This is an optimization exercise on Yosys and OpenROAD, whose aim is small area, a short achievable clock period and few clock cycles per item, not a production implementation. Only simulation tests tie the RTL to the original design; equivalence was not proved.

==> build 14: inputs <==
// AES_TI_core
module AES_TI_core(Din0, Kin, Dout0, CLK, RSTn, Dvld, Kvld, BSY, EN, Drdy, Krdy);
  input [127:0] Din0, Kin;
  output [127:0] Dout0;
  input CLK, RSTn, Drdy, Krdy, EN;
  output Dvld, BSY, Kvld;
  reg Dvld, Kvld, BSY;
  reg [6:0] ph;        
  reg [3:0] rnd_no;    
  reg [31:0] RG00, RG01, RG02, RG03;
  reg [31:0] RG10, RG11, RG12, RG13;
  reg [31:0] RG20, RG21, RG22, RG23;
  reg [31:0] RG30, RG31, RG32, RG33;
  wire [31:0] WA0, WB0, WA1, WB1, WA2, WB2, WA3, WB3;
  xs_step2 x0 (.r0(RG00), .r1(RG01), .r3(RG03), .wa(WA0), .wb(WB0));
  xs_step2 x1 (.r0(RG10), .r1(RG11), .r3(RG13), .wa(WA1), .wb(WB1));
  xs_step2 x2 (.r0(RG20), .r1(RG21), .r3(RG23), .wa(WA2), .wb(WB2));
  xs_step2 x3 (.r0(RG30), .r1(RG31), .r3(RG33), .wa(WA3), .wb(WB3));
  wire [255:0] rnd = {WB3, WA3, WB2, WA2, WB1, WA1, WB0, WA0};
  always @(posedge CLK) begin
    if (RSTn==0) begin
      RG00 <= 32'd123456789; RG01 <= 32'd362436069; RG02 <= 32'd521288629; RG03 <= 32'd88675123;
      RG10 <= 32'd141592653; RG11 <= 32'd589793238; RG12 <= 32'd462433832; RG13 <= 32'd79502884;
      RG20 <= 32'd413213562; RG21 <= 32'd373095048; RG22 <= 32'd87242096; RG23 <= 32'd98078569;
      RG30 <= 32'h89a01b2f; RG31 <= 32'h9fe9cb91; RG32 <= 32'hd9e6ab64; RG33 <= 32'ha723cecf;
    end else begin
      RG00 <= RG02; RG01 <= RG03; RG02 <= WA0; RG03 <= WB0;
      RG10 <= RG12; RG11 <= RG13; RG12 <= WA1; RG13 <= WB1;
      RG20 <= RG22; RG21 <= RG23; RG22 <= WA2; RG23 <= WB2;
      RG30 <= RG32; RG31 <= RG33; RG32 <= WA3; RG33 <= WB3;
    end
  end
  wire idle_en = EN & ~BSY;
  wire kload = idle_en & Krdy;
  wire dload = idle_en & ~Krdy & Drdy;
  wire finish = ph[6] & (rnd_no == 4'd10);
  always @(posedge CLK) begin
    if (RSTn==0) begin
      BSY <= 1'b0; Dvld <= 1'b0; Kvld <= 1'b0; rnd_no <= 4'd1; ph <= 7'd0;
  ...
make LEC_CHECK=0 CAP_MARGIN=20 CORE_MARGIN=2 CORE_UTILIZATION=40 SETUP_SLACK_MARGIN=2.5 SLEW_MARGIN=20 finish   # period 6.0 ns
run.sh (not shown) runs the stock make flow with config.mk's settings and CLKGATE_MAP_FILE= SYNTH_SCRIPT=/design/flow/synth_recipe.tcl, a recipe that flattens the netlist after the stock synthesis.
==> inputs of trial 34, as changes to build 14 <==
--- a/flow/config.mk
+++ b/flow/config.mk
@@ -5,8 +5,10 @@
 export SDC_FILE = /design/flow/constraint.sdc
 export NUM_CORES = 4
 export LEC_CHECK = 0
 export CAP_MARGIN = 20
 export CORE_MARGIN = 2
 export CORE_UTILIZATION = 40
+export CTS_BUF_LIST = sky130_fd_sc_hd__clkbuf_4
+export CTS_CLUSTER_SIZE = 24
 export SETUP_SLACK_MARGIN = 2.5
 export SLEW_MARGIN = 20
==> inputs of trial 91, as changes to build 14 <==
--- a/flow/design.v
+++ b/flow/design.v
@@ -12,13 +12,13 @@
   reg [31:0] RG30, RG31, RG32, RG33;
   wire [31:0] WA0, WB0, WA1, WB1, WA2, WB2, WA3, WB3;
   xs_step2 x0 (.r0(RG00), .r1(RG01), .r3(RG03), .wa(WA0), .wb(WB0));
   xs_step2 x1 (.r0(RG10), .r1(RG11), .r3(RG13), .wa(WA1), .wb(WB1));
   xs_step2 x2 (.r0(RG20), .r1(RG21), .r3(RG23), .wa(WA2), .wb(WB2));
   xs_step2 x3 (.r0(RG30), .r1(RG31), .r3(RG33), .wa(WA3), .wb(WB3));
-  wire [255:0] rnd = {WB3, WA3, WB2, WA2, WB1, WA1, WB0, WA0};
+  wire [255:0] rnd = {RG33, RG32, RG23, RG22, RG13, RG12, RG03, RG02};
   always @(posedge CLK) begin
     if (RSTn==0) begin
       RG00 <= 32'd123456789; RG01 <= 32'd362436069; RG02 <= 32'd521288629; RG03 <= 32'd88675123;
       RG10 <= 32'd141592653; RG11 <= 32'd589793238; RG12 <= 32'd462433832; RG13 <= 32'd79502884;
       RG20 <= 32'd413213562; RG21 <= 32'd373095048; RG22 <= 32'd87242096; RG23 <= 32'd98078569;
       RG30 <= 32'h89a01b2f; RG31 <= 32'h9fe9cb91; RG32 <= 32'hd9e6ab64; RG33 <= 32'ha723cecf;
@@ -30,26 +30,24 @@
     end
   end
   wire idle_en = EN & ~BSY;
   wire kload = idle_en & Krdy;
   wire dload = idle_en & ~Krdy & Drdy;
   wire finish = ph[6] & (rnd_no == 4'd10);
+  wire [6:0] ph_nx = dload ? 7'd1 : (BSY & ~finish) ? {ph[5:0], ph[6]} : 7'd0;
+  always @(posedge CLK) ph <= RSTn ? ph_nx : 7'd0;
   always @(posedge CLK) begin
     if (RSTn==0) begin
-      BSY <= 1'b0; Dvld <= 1'b0; Kvld <= 1'b0; rnd_no <= 4'd1; ph <= 7'd0;
+      BSY <= 1'b0; Dvld <= 1'b0; Kvld <= 1'b0; rnd_no <= 4'd1;
     end else begin
       Dvld <= finish;
       if (kload) Kvld <= 1'b1;
       if (dload) begin
-        BSY <= 1'b1; Kvld <= 1'b0; rnd_no <= 4'd1; ph <= 7'd1;
+        BSY <= 1'b1; Kvld <= 1'b0; rnd_no <= 4'd1;
       end else if (BSY) begin
-        if (finish) begin
-          BSY <= 1'b0; ph <= 7'd0;
-        end else begin
-          ph <= {ph[5:0], ph[6]};
-        end
+        if (finish) BSY <= 1'b0;
         if (ph[6]) rnd_no <= rnd_no + 4'd1;
       end
     end
   end
   reg [31:0] kr0, kr1, kr2, kr3;
   reg [7:0] rcon;
@@ -57,47 +55,58 @@
     case (rnd_no)
       4'd1: rcon = 8'h01; 4'd2: rcon = 8'h02; 4'd3: rcon = 8'h04; 4'd4: rcon = 8'h08;
       4'd5: rcon = 8'h10; 4'd6: rcon = 8'h20; 4'd7: rcon = 8'h40; 4'd8: rcon = 8'h80;
       4'd9: rcon = 8'h1b; default: rcon = 8'h36;
     endcase
   end
-  wire kupd = ph[3] | ph[4] | ph[5] | ph[6];
+  wire kupd = ph[2] | ph[3] | ph[4] | ph[5];
   reg [31:0] T;
-  wire [31:0] newcol = kr0 ^ ((ph[3]) ? (T ^ {rcon, 24'd0}) : kr3);
+  wire [31:0] newcol = kr0 ^ ((ph[2]) ? (T ^ {rcon, 24'd0}) : kr3);
   always @(posedge CLK) begin
     if (kload) begin
       kr0 <= Kin[127:96]; kr1 <= Kin[95:64]; kr2 <= Kin[63:32]; kr3 <= Kin[31:0];
     end else if (kupd) begin
       kr0 <= kr1; kr1 <= kr2; kr2 <= kr3; kr3 <= newcol;
     end
   end
-  wire [7:0] ksin0 = ph[0] ? kr3[23:16] : kr3[7:0];
-  wire [7:0] ksin1 = ph[0] ? kr3[15:8]  : kr3[31:24];
+  reg ksel;      
+  always @(posedge CLK) ksel <= ~(dload | ph[6]);
+  wire [7:0] ksin0 = ksel ? kr3[23:16] : kr3[7:0];
+  wire [7:0] ksin1 = ksel ? kr3[15:8]  : kr3[31:24];
   wire [7:0] ksout0, ksout1;
   Sbox_plain_pipe ks0 (.CLK(CLK), .in0(ksin0), .out0(ksout0));
   Sbox_plain_pipe ks1 (.CLK(CLK), .in0(ksin1), .out0(ksout1));
   always @(posedge CLK) T <= {T[15:0], ksout0, ksout1};
   wire [127:0] S0, S1;
   wire [31:0] y0, y1;    
   genvar gi, gd;
   generate
     for (gi = 0; gi < 4; gi = gi + 1) begin : g_sb
-      wire [7:0] a0 = ({8{ph[0]}} & S0[8*gi +: 8]) | ({8{ph[1]}} & S0[8*(4+gi) +: 8]) |
-                      ({8{ph[2]}} & S0[8*(8+gi) +: 8]) | ({8{ph[3]}} & S0[8*(12+gi) +: 8]);
-      wire [7:0] a1 = ({8{ph[0]}} & S1[8*gi +: 8]) | ({8{ph[1]}} & S1[8*(4+gi) +: 8]) |
-                      ({8{ph[2]}} & S1[8*(8+gi) +: 8]) | ({8{ph[3]}} & S1[8*(12+gi) +: 8]);
+      reg [3:0] sel;
+      always @(posedge CLK) sel <= (ph_nx[3:0] != 4'd0) ? ph_nx[3:0] : (4'd1 << gi);
+      wire [7:0] a0 = ({8{sel[0]}} & S0[8*gi +: 8]) | ({8{sel[1]}} & S0[8*(4+gi) +: 8]) |
+                      ({8{sel[2]}} & S0[8*(8+gi) +: 8]) | ({8{sel[3]}} & S0[8*(12+gi) +: 8]);
+      wire [7:0] a1 = ({8{sel[0]}} & S1[8*gi +: 8]) | ({8{sel[1]}} & S1[8*(4+gi) +: 8]) |
+                      ({8{sel[2]}} & S1[8*(8+gi) +: 8]) | ({8{sel[3]}} & S1[8*(12+gi) +: 8]);
       wire [31:0] o;
-      Sbox_TI sb (.CLK(CLK), .in0(a0), .in1(a1), .r(rnd[64*gi +: 64]), .out(o));
+      wire [31:0] wa = rnd[64*gi +: 32];
+      wire [31:0] wb = rnd[64*gi+32 +: 32];
+      wire [63:0] rsb = {wa[27:12], wa[31:28], wb[7:0], wa[11:0], wb[31:8]};
+      Sbox_TI sb (.CLK(CLK), .in0(a0), .in1(a1), .r(rsb), .out(o));
       Sbox_out so (.in(o), .out0(y0[31-8*gi -: 8]), .out1(y1[31-8*gi -: 8]));
     end
   endgenerate
-  wire last = (rnd_no == 4'd10);
+  reg last;      
+  always @(posedge CLK) begin
+    if (dload) last <= 1'b0;
+    else if (ph[6]) last <= (rnd_no == 4'd9);
+  end
   wire [31:0] mc0, mc1;
   MixCol mxa (.in0(y0), .out0(mc0));
   MixCol mxb (.in0(y1), .out0(mc1));
-  wire [31:0] w1 = (last ? y1 : mc1) ^ newcol;
+  wire [31:0] w1 = (last ? y1 : mc1) ^ kr3;
   wire [31:0] w0 = last ? (y0 ^ w1) : mc0;
   generate
     for (gd = 0; gd < 4; gd = gd + 1) begin : g_d
       for (gi = 0; gi < 4; gi = gi + 1) begin : g_i
         localparam integer Q = 4*gd + gi;              
         localparam integer C = (gd + gi) % 4;          
@@ -106,19 +115,18 @@
         wire [7:0] key_b = (C == 0) ? kr0[31-8*gi -: 8] : (C == 1) ? kr1[31-8*gi -: 8] :
                            (C == 2) ? kr2[31-8*gi -: 8] : kr3[31-8*gi -: 8];
         wire [7:0] r_b = rnd[8*Q +: 8];
         wire we = ph[C + 3];
         reg [7:0] s0q, s1q;
         always @(posedge CLK) begin
-          if (dload) begin
-            s0q <= din_b ^ r_b;
-            s1q <= r_b ^ key_b;
-          end else if (we) begin
-            s0q <= w0[31-8*gi -: 8];
-            s1q <= w1[31-8*gi -: 8];
-          end
+          if (dload) s0q <= din_b ^ r_b;
+          else if (we) s0q <= w0[31-8*gi -: 8];
+        end
+        always @(posedge CLK) begin
+          if (~BSY) s1q <= r_b ^ key_b;
+          else if (we) s1q <= w1[31-8*gi -: 8];
         end
         assign S0[8*Q +: 8] = s0q;
         assign S1[8*Q +: 8] = s1q;
         assign Dout0[127-8*N -: 8] = s0q;
       end
     end
==> flow/flow/run.sh (new file) <==
#!/bin/bash
set -o pipefail
export BUFFER_PORTS_ARGS="-buffer_cell sky130_fd_sc_hd__buf_1"
export SKIP_GATE_CLONING=1
export CTS_ARGS="-sink_clustering_enable -repair_clock_nets -dont_use_dummy_load -buf_list sky130_fd_sc_hd__clkbuf_8 -sink_clustering_size 16 -sink_clustering_max_diameter 60"
bash standard.sh > standard.log 2>&1
==> flow/standard.sh (new file) <==
#!/bin/bash
# synth_recipe.tcl (not shown) runs the flow's synth.tcl, then flattens the netlist and writes it again
# the make line also repeats each setting of config.mk as NAME=value (left out here)
make -C /OpenROAD-flow-scripts/flow DESIGN_CONFIG=/design/flow/config.mk WORK_HOME=/design/flow/orfs CLKGATE_MAP_FILE= SYNTH_SCRIPT=/design/flow/synth_recipe.tcl "${@:-finish}"
==> flow/config.mk (replaced) <==
export PLATFORM = sky130hd
export DESIGN_NAME = AES_TI_core
export DESIGN_NICKNAME = AES_TI_core
export VERILOG_FILES = /design/flow/design.v
export SDC_FILE = /design/flow/constraint.sdc
export NUM_CORES = 4
export LEC_CHECK = 0
export CAP_MARGIN = 20
export CORE_MARGIN = 2
export CORE_UTILIZATION = 60
export SETUP_SLACK_MARGIN = 2.6
export SLEW_MARGIN = 20
removed: flow/run.sh
==> notes.md <==
Non-clock buffer count, highest first: trial 34, build 14, trial 91. In sequential cell count, trial 34 and build 14 do not differ. In trial 91 the register-to-register slack is higher than in trial 34, by 110 ps. The highest clock-buffer cell count belongs to trial 34, the lowest to trial 91. First-iteration DRC count: trial 91 > trial 34 > build 14. Build 14 completed, yet does not pass: capacitance limit, slew limit. Trial 91 completed without violations. Trial 34 finished with timing, DRC and antenna clean. The highest sequential share of layout area belongs to trial 91, the lowest to build 14. The lowest worst hold slack belongs to trial 34, the highest to build 14. The lowest worst setup slack belongs to build 14, the highest to trial 91.
Testbench counts of build 14, summed over its fixed seeds: cycles 13,824, items 192.
Testbench counts of trial 34, summed over its fixed seeds: cycles 13,824, items 192.
Testbench counts of trial 91, summed over its fixed seeds: cycles 13,824, items 192.

-- static timing again, ports no longer ideal --
In the flow no input, the clock included, has a driving cell. The finished layouts below were timed again as built, in two steps. Step 1: set_driving_cell puts a clkbuf_16 on CLK and a buf_2 on each other input, an assumption about the parent block. Step 2 adds t to the input delays and takes it off the output delays; t is the mean of the earliest and latest rising clock arrival at the registers after step 1. Input paths then give back, and output paths get back, about the clock's delay inside the block. Three values: no drivers, after step 1, after step 2; two values: the first two.
run | shift t [ns] | setup WS [ns] | worst register clock-pin slew, ns | pins driven straight from the clock port
build 14 | 0.898 | 2.391 / 2.391 / 1.587 | 0.07 / 0.07 | 1
trial 34 | 1.420 | 2.474 / 2.474 / 1.448 | 0.08 / 0.08 | 1
trial 91 | 0.922 | 2.587 / 2.567 / 2.055 | 0.11 / 0.11 | 1
For trial 34, which loses most, drivers alone change the setup slack by 0.000 ns; drivers and shift together by -1.026 ns.
